What follows belongs to an exercise in optimizing a design on an open flow for small area; a production flow would make more cautious choices.
At most, simulation tests tie the RTL to the original design; equivalence was not proved.

==> flow/design.v <==
module median_filter_resource_optimized
(
    input                ck100m,
    input                srst_n,
    input                enable,
    input        [15:0]  in,
    output               out_enable,
    output reg   [15:0]  out
);
    localparam int B  = 4;             
    localparam int S  = 16 / B;        
    localparam int NT = S - 1;         
    localparam int L  = 10 + NT;       
    reg [15:0] win [0:9];
    reg [15:0] tail [0:NT-1];          
    reg [L-1:0] cand;
    reg [2:0] k;                       
    reg [3:0] nval;                    
    reg [3:0] cnt;                     
    wire idle  = (cnt == 4'd0) | (cnt == 4'd13);
    wire start = idle & enable;
    assign out_enable = (cnt == 4'd13);
    always @(posedge ck100m or negedge srst_n) begin
        if (~srst_n) begin
            cnt  <= 4'd0;
            nval <= 4'd0;
        end else begin
            cnt <= start ? 4'd1 : (idle ? 4'd0 : cnt + 4'd1);
            if (enable && nval != 4'd10) nval <= nval + 4'd1;
        end
    end
    always @(posedge ck100m) begin
        if (enable) begin
            win[0] <= in;
            for (int i = 1; i < 10; i++) win[i] <= win[i-1];
            for (int t = 0; t < NT; t++) begin
                for (int b = 0; b < 16 - B*(t+1); b++)
                    tail[t][b] <= (t == 0) ? win[9][b] : tail[t-1][b];
            end
        end
    end
    logic [B-1:0] lane [0:L-1];
    always_comb begin
        for (int q = 0; q < L; q++) begin
            lane[q] = '0;
            if (start) begin
                if (q == 0)       lane[q] = in[15 -: B];
                else if (q <= 10) lane[q] = win[q-1][15 -: B];
            end else begin
                for (int j = 1; j < S; j++)
                    if (cnt == j) begin
                        if (q < 10)            lane[q] = win[q][15-B*j -: B];
                        else if (j >= q - 9)   lane[q] = tail[q-10][15-B*j -: B];
                    end
            end
        end
    end
    logic [L-1:0] c_cur, c_zero;
    logic [2:0] k_cur;
    logic [4:0] pc;
    logic [B-1:0] dbits;
    always_comb begin
        if (start) begin
            for (int q = 0; q < L; q++) c_cur[q] = (q == 0) || (q <= 10 && q <= nval);
            k_cur = (nval < 4'd5) ? 3'd7 : 3'(nval - 4'd5);
        end else begin
            c_cur = cand;
            k_cur = k;
        end
        for (int i = B - 1; i >= 0; i--) begin
            for (int q = 0; q < L; q++) c_zero[q] = c_cur[q] & ~lane[q][i];
            pc = '0;
            for (int q = 0; q < L; q++) pc = pc + {4'd0, c_zero[q]};
            dbits[i] = (k_cur != 3'd7) && (pc <= {2'd0, k_cur});
            if (dbits[i]) begin
                k_cur = k_cur - pc[2:0];
                for (int q = 0; q < L; q++) c_cur[q] = c_cur[q] & lane[q][i];
            end else begin
                c_cur = c_zero;
            end
        end
    end
    always @(posedge ck100m) begin
        k <= k_cur;
        for (int q = 0; q < L; q++)
            cand[q] <= (enable && !start) ? ((q == 0) ? 1'b0 : c_cur[q-1]) : c_cur[q];
        if (start) out[15 -: B] <= dbits;
        for (int j = 1; j < S; j++)
            if (cnt == j) out[15-B*j -: B] <= dbits;
    end
endmodule
make LEC_CHECK=0 CAP_MARGIN=20 CORE_MARGIN=2 CORE_UTILIZATION=40 SLEW_MARGIN=20 finish   # period 5.0 ns
run.sh (not shown) runs the stock make flow with config.mk's settings and CLKGATE_MAP_FILE= SYNTH_SCRIPT=/design/flow/synth_recipe.tcl, a recipe that flattens the netlist after the stock synthesis.
The starting point ran to the end with violations: negative setup slack.
Rerun with:
--- a/flow/design.v
+++ b/flow/design.v
@@ -8,5 +8,5 @@
     output reg   [15:0]  out
 );
-    localparam int B  = 4;             
+    localparam int B  = 2;             
     localparam int S  = 16 / B;        
     localparam int NT = S - 1;         
Effect:
- The changed run produced a layout that fails on negative setup slack
- maximum frequency increases by well over a third
- routed wire length decreases by a few percent
- sequential share of layout area goes up by 6.9 points
- final area falls slightly
- synthesized cell count climbs by a few percent
For the first run of this note, only the layout was checked, not whether the RTL still works.


median_filter_resource_optimized, a different RTL version from the one above (not shown whole).
Size in the first run: about 1100 cells after synthesis, roughly 280 flip-flops, roughly 36 I/O pins, ~12000 sq um of cells after synthesis.
==> module median_filter_resource_optimized, before the edit <==
module median_filter_resource_optimized
(
    input                ck100m,
    input                srst_n,
    input                enable,
    input        [15:0]  in,
    output               out_enable,
    output reg   [15:0]  out
);
    localparam int NT = 7;              
    localparam int L  = 17;             
    reg [15:0] win  [0:9];
    reg [15:0] tail [0:NT-1];            
    reg [1:0]  lane [0:9];               
    reg [L-1:0] cand;
    reg [3:0]  m;
    reg [3:0]  nval;                     
    reg [6:0]  q;                        
    wire idle = ~q[6] & ~q[1];           
    assign out_enable = ~q[1] & q[0];    
    wire s12  = ~q[2] & q[1];            
    logic [7:0] sel;                     
    logic [7:0] nsel;                    
    logic nidle;                         
    always_comb begin
        sel[0] = idle;
        for (int j = 1; j < 7; j++) sel[j] = q[7-j] & ~q[6-j];
        sel[7] = q[6] & q[0];
        nidle = (idle & ~enable) | s12;
        nsel[0] = nidle;
        nsel[1] = idle & enable;
        for (int j = 2; j < 8; j++) nsel[j] = sel[j-1];
    end
    logic [3:0] nval_next;
    always_comb nval_next = nval + {3'd0, enable && nval != 4'd10};
    always @(posedge ck100m or negedge srst_n) begin
        if (~srst_n) begin
            q    <= 7'd0;
            nval <= 4'd0;
        end else begin
            q    <= {idle ? enable : ~q[0], q[6:1]};
            nval <= nval_next;
        end
    end
    logic [15:0] w9sh;
    always_comb begin
        w9sh = '0;
        for (int j = 0; j < 7; j++)
            if (sel[j]) w9sh = w9sh | (win[9] << (2*j + 2));
    end
    logic [1:0] xw [0:9];
    logic [1:0] xin;
    always_comb begin
        for (int n = 0; n < 10; n++) begin
            xw[n] = 2'b00;
            for (int j = 0; j < 8; j++)
                if (nsel[j]) xw[n] = xw[n] | win[n][15-2*j -: 2];
        end
        xin = nidle ? in[15:14] : in[13:12];
    end
    always @(posedge ck100m) begin
        if (enable) begin
            win[0]  <= in;
            lane[0] <= xin;
            for (int i = 1; i < 10; i++) begin
                win[i]  <= win[i-1];
                lane[i] <= xw[i-1];
            end
        end else begin
            for (int i = 0; i < 10; i++) lane[i] <= xw[i];
        end
        tail[0][15:2] <= w9sh[15:2];
        for (int t = 1; t < NT; t++)
            for (int b = 2 + 2*t; b < 16; b++) tail[t][b] <= tail[t-1][b-2];
    end
    function automatic [3:0] tsum(input [16:0] x, input [3:0] m);
        logic t1, t2, t3, t4, t5, t6, t7, t8, t9, t10, t11, t12, t13, t14, t15, t16, t17, t18, t19, t20, t21, t22, t23, t24, t25, t26, t27, t28, t29, t30, g0, g1, g2, p0, p1, p2, c1, c2, c3;
        t1 = m[0] ^ x[0] ^ x[10]; t2 = (m[0] & x[0]) | (m[0] & x[10]) | (x[0] & x[10]);
        t3 = x[11] ^ x[12] ^ x[13]; t4 = (x[11] & x[12]) | (x[11] & x[13]) | (x[12] & x[13]);
        t5 = x[14] ^ x[15] ^ x[16]; t6 = (x[14] & x[15]) | (x[14] & x[16]) | (x[15] & x[16]);
        t7 = x[1] ^ x[2] ^ x[3]; t8 = (x[1] & x[2]) | (x[1] & x[3]) | (x[2] & x[3]);
        t9 = x[4] ^ x[5] ^ x[6]; t10 = (x[4] & x[5]) | (x[4] & x[6]) | (x[5] & x[6]);
        t11 = x[7] ^ x[8] ^ x[9]; t12 = (x[7] & x[8]) | (x[7] & x[9]) | (x[8] & x[9]);
        t13 = t1 ^ t11 ^ t3; t14 = (t1 & t11) | (t1 & t3) | (t11 & t3);
        t15 = t5 ^ t7 ^ t9; t16 = (t5 & t7) | (t5 & t9) | (t7 & t9);
        t17 = m[1] ^ t10 ^ t12; t18 = (m[1] & t10) | (m[1] & t12) | (t10 & t12);
        t19 = t2 ^ t4 ^ t6; t20 = (t2 & t4) | (t2 & t6) | (t4 & t6);
        t21 = t8 ^ t14 ^ t16; t22 = (t8 & t14) | (t8 & t16) | (t14 & t16);
        t23 = t17 ^ t19 ^ t21; t24 = (t17 & t19) | (t17 & t21) | (t19 & t21);
        t25 = m[2] ^ t18 ^ t20; t26 = (m[2] & t18) | (m[2] & t20) | (t18 & t20);
        t27 = t22 ^ t25 ^ t24; t28 = (t22 & t25) | (t22 & t24) | (t25 & t24);
        t29 = m[3] ^ t26 ^ t28; t30 = (m[3] & t26) | (m[3] & t28) | (t26 & t28);
        g0 = t13 & t15; p0 = t13 ^ t15;
        g1 = t23 & 1'b0; p1 = t23 ^ 1'b0;
        g2 = t27 & 1'b0; p2 = t27 ^ 1'b0;
        c1 = g0; c2 = g1 | (p1 & g0); c3 = g2 | (p2 & g1) | (p2 & p1 & g0);
        tsum = {c3 | t29 | t30, p2 ^ c2, p1 ^ c1, p0};
    endfunction
    logic [1:0] ln [0:L-1];
    logic [L-1:0] lt1, lt2, lt3, c_new;
    logic [3:0] s1, s2, s3, m_new;
    logic i1, i2, i3, ok1, ok2, ok3, cin;
    logic [1:0] d;
    always_comb begin
        for (int n = 0; n < 10; n++) ln[n] = lane[n];
        for (int t = 0; t < NT; t++) ln[10+t] = tail[t][15:14];
        for (int n = 0; n < L; n++) begin
            lt1[n] = cand[n] & ~ln[n][1] & ~ln[n][0];
            lt2[n] = cand[n] & ~ln[n][1];
            lt3[n] = cand[n] & ~(ln[n][1] & ln[n][0]);
        end
        i1 = idle & ~in[15] & ~in[14];
        i2 = idle & ~in[15];
        i3 = idle & ~(in[15] & in[14]);
        s1 = tsum(lt1, m);
        s2 = tsum(lt2, m);
        s3 = tsum(lt3, m);
        ok1 = ~s1[3] & ~(i1 & (s1[2:0] == 3'd7));
        ok2 = ~s2[3] & ~(i2 & (s2[2:0] == 3'd7));
        ok3 = ~s3[3] & ~(i3 & (s3[2:0] == 3'd7));
        if (ok3)      begin d = 2'd3; m_new = s3 + {3'd0, i3}; end
        else if (ok2) begin d = 2'd2; m_new = s2 + {3'd0, i2}; end
        else if (ok1) begin d = 2'd1; m_new = s1 + {3'd0, i1}; end
        else          begin d = 2'd0; m_new = m; end
        for (int n = 0; n < L; n++) c_new[n] = cand[n] & (ln[n] == d);
        cin = idle & (in[15:14] == d);
    end
    always @(posedge ck100m or negedge srst_n) begin
        if (~srst_n) begin
            cand <= '0;
            m    <= 4'd12;
        end else if (nidle) begin
            for (int n = 0; n < L; n++) cand[n] <= (n < 10) && (n < nval_next);
            m <= 4'd12 - nval_next;
        end else begin
            m <= m_new;
            cand[9:0]    <= enable ? {c_new[8:0], cin} : c_new[9:0];
            cand[10]     <= enable & c_new[9];
            cand[L-1:11] <= c_new[L-2:10];
        end
    end
    always @(posedge ck100m) begin
        for (int j = 0; j < 8; j++)
            if (sel[j]) out[15-2*j -: 2] <= d;
    end
endmodule
clock: 5.0 ns
lec_check: 0
abc_area: 1
cap_margin: 20
core_margin: 2
core_utilization: 40
cts_cluster_diameter: 50
cts_cluster_size: 20
slew_margin: 20
standard.sh (not shown) runs the stock make flow with config.mk's settings and CLKGATE_MAP_FILE= SYNTH_SCRIPT=/design/flow/synth_recipe.tcl, a recipe that flattens the netlist after the stock synthesis.
==> flow/flow/run.sh <==
#!/bin/bash
# The standard layout (standard.sh), with two changes:
#  - the port buffers are sky130_fd_sc_hd__buf_1 rather than the default choice;
#  - clock tree synthesis inserts no dummy loads (same clustering as config.mk).
# make's full output goes to flow.log in this folder; ORFS keeps each step's log
# under orfs/logs/.
set -euo pipefail
bash standard.sh \
  "BUFFER_PORTS_ARGS=-buffer_cell sky130_fd_sc_hd__buf_1" \
  "CTS_ARGS=-sink_clustering_enable -repair_clock_nets -dont_use_dummy_load -buf_list sky130_fd_sc_hd__clkbuf_8 -sink_clustering_size 20 -sink_clustering_max_diameter 50" \
  finish > flow.log 2>&1
Next try:
--- a/flow/design.v
+++ b/flow/design.v
@@ -10,9 +10,8 @@
     localparam int NT = 7;              
     localparam int L  = 17;             
     reg [15:0] win  [0:9];
     reg [15:0] tail [0:NT-1];            
-    reg [1:0]  lane [0:9];               
     reg [L-1:0] cand;
     reg [3:0]  m;
     reg [3:0]  nval;                     
     reg [6:0]  q;                        
@@ -47,47 +46,31 @@
         w9sh = '0;
         for (int j = 0; j < 7; j++)
             if (sel[j]) w9sh = w9sh | (win[9] << (2*j + 2));
     end
-    logic [1:0] xw [0:9];
-    logic [1:0] xin;
-    always_comb begin
-        for (int n = 0; n < 10; n++) begin
-            xw[n] = 2'b00;
-            for (int j = 0; j < 8; j++)
-                if (nsel[j]) xw[n] = xw[n] | win[n][15-2*j -: 2];
-        end
-        xin = nidle ? in[15:14] : in[13:12];
-    end
     always @(posedge ck100m) begin
         if (enable) begin
-            win[0]  <= in;
-            lane[0] <= xin;
-            for (int i = 1; i < 10; i++) begin
-                win[i]  <= win[i-1];
-                lane[i] <= xw[i-1];
-            end
-        end else begin
-            for (int i = 0; i < 10; i++) lane[i] <= xw[i];
+            win[0] <= in;
+            for (int i = 1; i < 10; i++) win[i] <= win[i-1];
         end
         tail[0][15:2] <= w9sh[15:2];
         for (int t = 1; t < NT; t++)
             for (int b = 2 + 2*t; b < 16; b++) tail[t][b] <= tail[t-1][b-2];
     end
     function automatic [3:0] tsum(input [16:0] x, input [3:0] m);
         logic t1, t2, t3, t4, t5, t6, t7, t8, t9, t10, t11, t12, t13, t14, t15, t16, t17, t18, t19, t20, t21, t22, t23, t24, t25, t26, t27, t28, t29, t30, g0, g1, g2, p0, p1, p2, c1, c2, c3;
-        t1 = m[0] ^ x[0] ^ x[10]; t2 = (m[0] & x[0]) | (m[0] & x[10]) | (x[0] & x[10]);
-        t3 = x[11] ^ x[12] ^ x[13]; t4 = (x[11] & x[12]) | (x[11] & x[13]) | (x[12] & x[13]);
-        t5 = x[14] ^ x[15] ^ x[16]; t6 = (x[14] & x[15]) | (x[14] & x[16]) | (x[15] & x[16]);
-        t7 = x[1] ^ x[2] ^ x[3]; t8 = (x[1] & x[2]) | (x[1] & x[3]) | (x[2] & x[3]);
-        t9 = x[4] ^ x[5] ^ x[6]; t10 = (x[4] & x[5]) | (x[4] & x[6]) | (x[5] & x[6]);
-        t11 = x[7] ^ x[8] ^ x[9]; t12 = (x[7] & x[8]) | (x[7] & x[9]) | (x[8] & x[9]);
-        t13 = t1 ^ t11 ^ t3; t14 = (t1 & t11) | (t1 & t3) | (t11 & t3);
-        t15 = t5 ^ t7 ^ t9; t16 = (t5 & t7) | (t5 & t9) | (t7 & t9);
-        t17 = m[1] ^ t10 ^ t12; t18 = (m[1] & t10) | (m[1] & t12) | (t10 & t12);
-        t19 = t2 ^ t4 ^ t6; t20 = (t2 & t4) | (t2 & t6) | (t4 & t6);
-        t21 = t8 ^ t14 ^ t16; t22 = (t8 & t14) | (t8 & t16) | (t14 & t16);
-        t23 = t17 ^ t19 ^ t21; t24 = (t17 & t19) | (t17 & t21) | (t19 & t21);
+        t1 = m[0] ^ x[10] ^ x[11]; t2 = (m[0] & x[10]) | (m[0] & x[11]) | (x[10] & x[11]);
+        t3 = x[12] ^ x[13] ^ x[14]; t4 = (x[12] & x[13]) | (x[12] & x[14]) | (x[13] & x[14]);
+        t5 = x[15] ^ x[16] ^ t1; t6 = (x[15] & x[16]) | (x[15] & t1) | (x[16] & t1);
+        t7 = t3 ^ x[0] ^ x[1]; t8 = (t3 & x[0]) | (t3 & x[1]) | (x[0] & x[1]);
+        t9 = x[2] ^ x[3] ^ x[4]; t10 = (x[2] & x[3]) | (x[2] & x[4]) | (x[3] & x[4]);
+        t11 = x[5] ^ x[6] ^ x[7]; t12 = (x[5] & x[6]) | (x[5] & x[7]) | (x[6] & x[7]);
+        t13 = x[8] ^ x[9] ^ t5; t14 = (x[8] & x[9]) | (x[8] & t5) | (x[9] & t5);
+        t15 = t11 ^ t7 ^ t9; t16 = (t11 & t7) | (t11 & t9) | (t7 & t9);
+        t17 = m[1] ^ t2 ^ t4; t18 = (m[1] & t2) | (m[1] & t4) | (t2 & t4);
+        t19 = t17 ^ t6 ^ t10; t20 = (t17 & t6) | (t17 & t10) | (t6 & t10);
+        t21 = t12 ^ t8 ^ t14; t22 = (t12 & t8) | (t12 & t14) | (t8 & t14);
+        t23 = t16 ^ t19 ^ t21; t24 = (t16 & t19) | (t16 & t21) | (t19 & t21);
         t25 = m[2] ^ t18 ^ t20; t26 = (m[2] & t18) | (m[2] & t20) | (t18 & t20);
         t27 = t22 ^ t25 ^ t24; t28 = (t22 & t25) | (t22 & t24) | (t25 & t24);
         t29 = m[3] ^ t26 ^ t28; t30 = (m[3] & t26) | (m[3] & t28) | (t26 & t28);
         g0 = t13 & t15; p0 = t13 ^ t15;
@@ -101,9 +84,13 @@
     logic [3:0] s1, s2, s3, m_new;
     logic i1, i2, i3, ok1, ok2, ok3, cin;
     logic [1:0] d;
     always_comb begin
-        for (int n = 0; n < 10; n++) ln[n] = lane[n];
+        for (int n = 0; n < 10; n++) begin
+            ln[n] = 2'b00;
+            for (int j = 0; j < 8; j++)
+                if (sel[j]) ln[n] = ln[n] | win[n][15-2*j -: 2];
+        end
         for (int t = 0; t < NT; t++) ln[10+t] = tail[t][15:14];
         for (int n = 0; n < L; n++) begin
             lt1[n] = cand[n] & ~ln[n][1] & ~ln[n][0];
             lt2[n] = cand[n] & ~ln[n][1];
After rerunning: Clock skew came out higher by 0.043 ns; worst setup slack loses 0.030 ns; clock-buffer cell count goes down by 4; synthesized cell count grows by a few percent; critical path depth rises by 3; design area climbs slightly.
For the second run of this note, only the layout was checked, not whether the RTL still works.

## separate check: timing with driven ports
No port has a modelled driver above. Below, the same layouts with a new extraction and two added sets of constraints. Step 1: set_driving_cell puts a clkbuf_16 on ck100m and a buf_2 on each other input, an assumption about the parent block. Step 2 times the ports against the registers' clock, not the clock port: input delays grow and output delays shrink by t, the midpoint of the rising clock arrivals with the driver on. a / b / c = ideal ports / drivers / drivers and shift; a / b = the first two.
| run | shift t [ns] | setup slack, ns | worst setup path after step 2 | latest minus earliest clock arrival (ns) |
|---|---|---|---|---|
| the first run of note 1 | 0.572 | -15.868 / -15.868 / -16.005 | input to register | 0.030 / 0.029 |
| the second run of note 1 | 0.583 | -6.304 / -6.304 / -6.753 | input to register | 0.009 / 0.009 |
| the first run of note 2 | 0.607 | 0.264 / 0.264 / 0.264 | register to register | 0.089 / 0.089 |
| the second run of note 2 | 0.596 | 0.234 / 0.234 / 0.234 | register to register | 0.113 / 0.113 |
For the second run of note 1, which loses most, drivers alone change the setup slack by 0.000 ns; drivers and shift together by -0.449 ns.
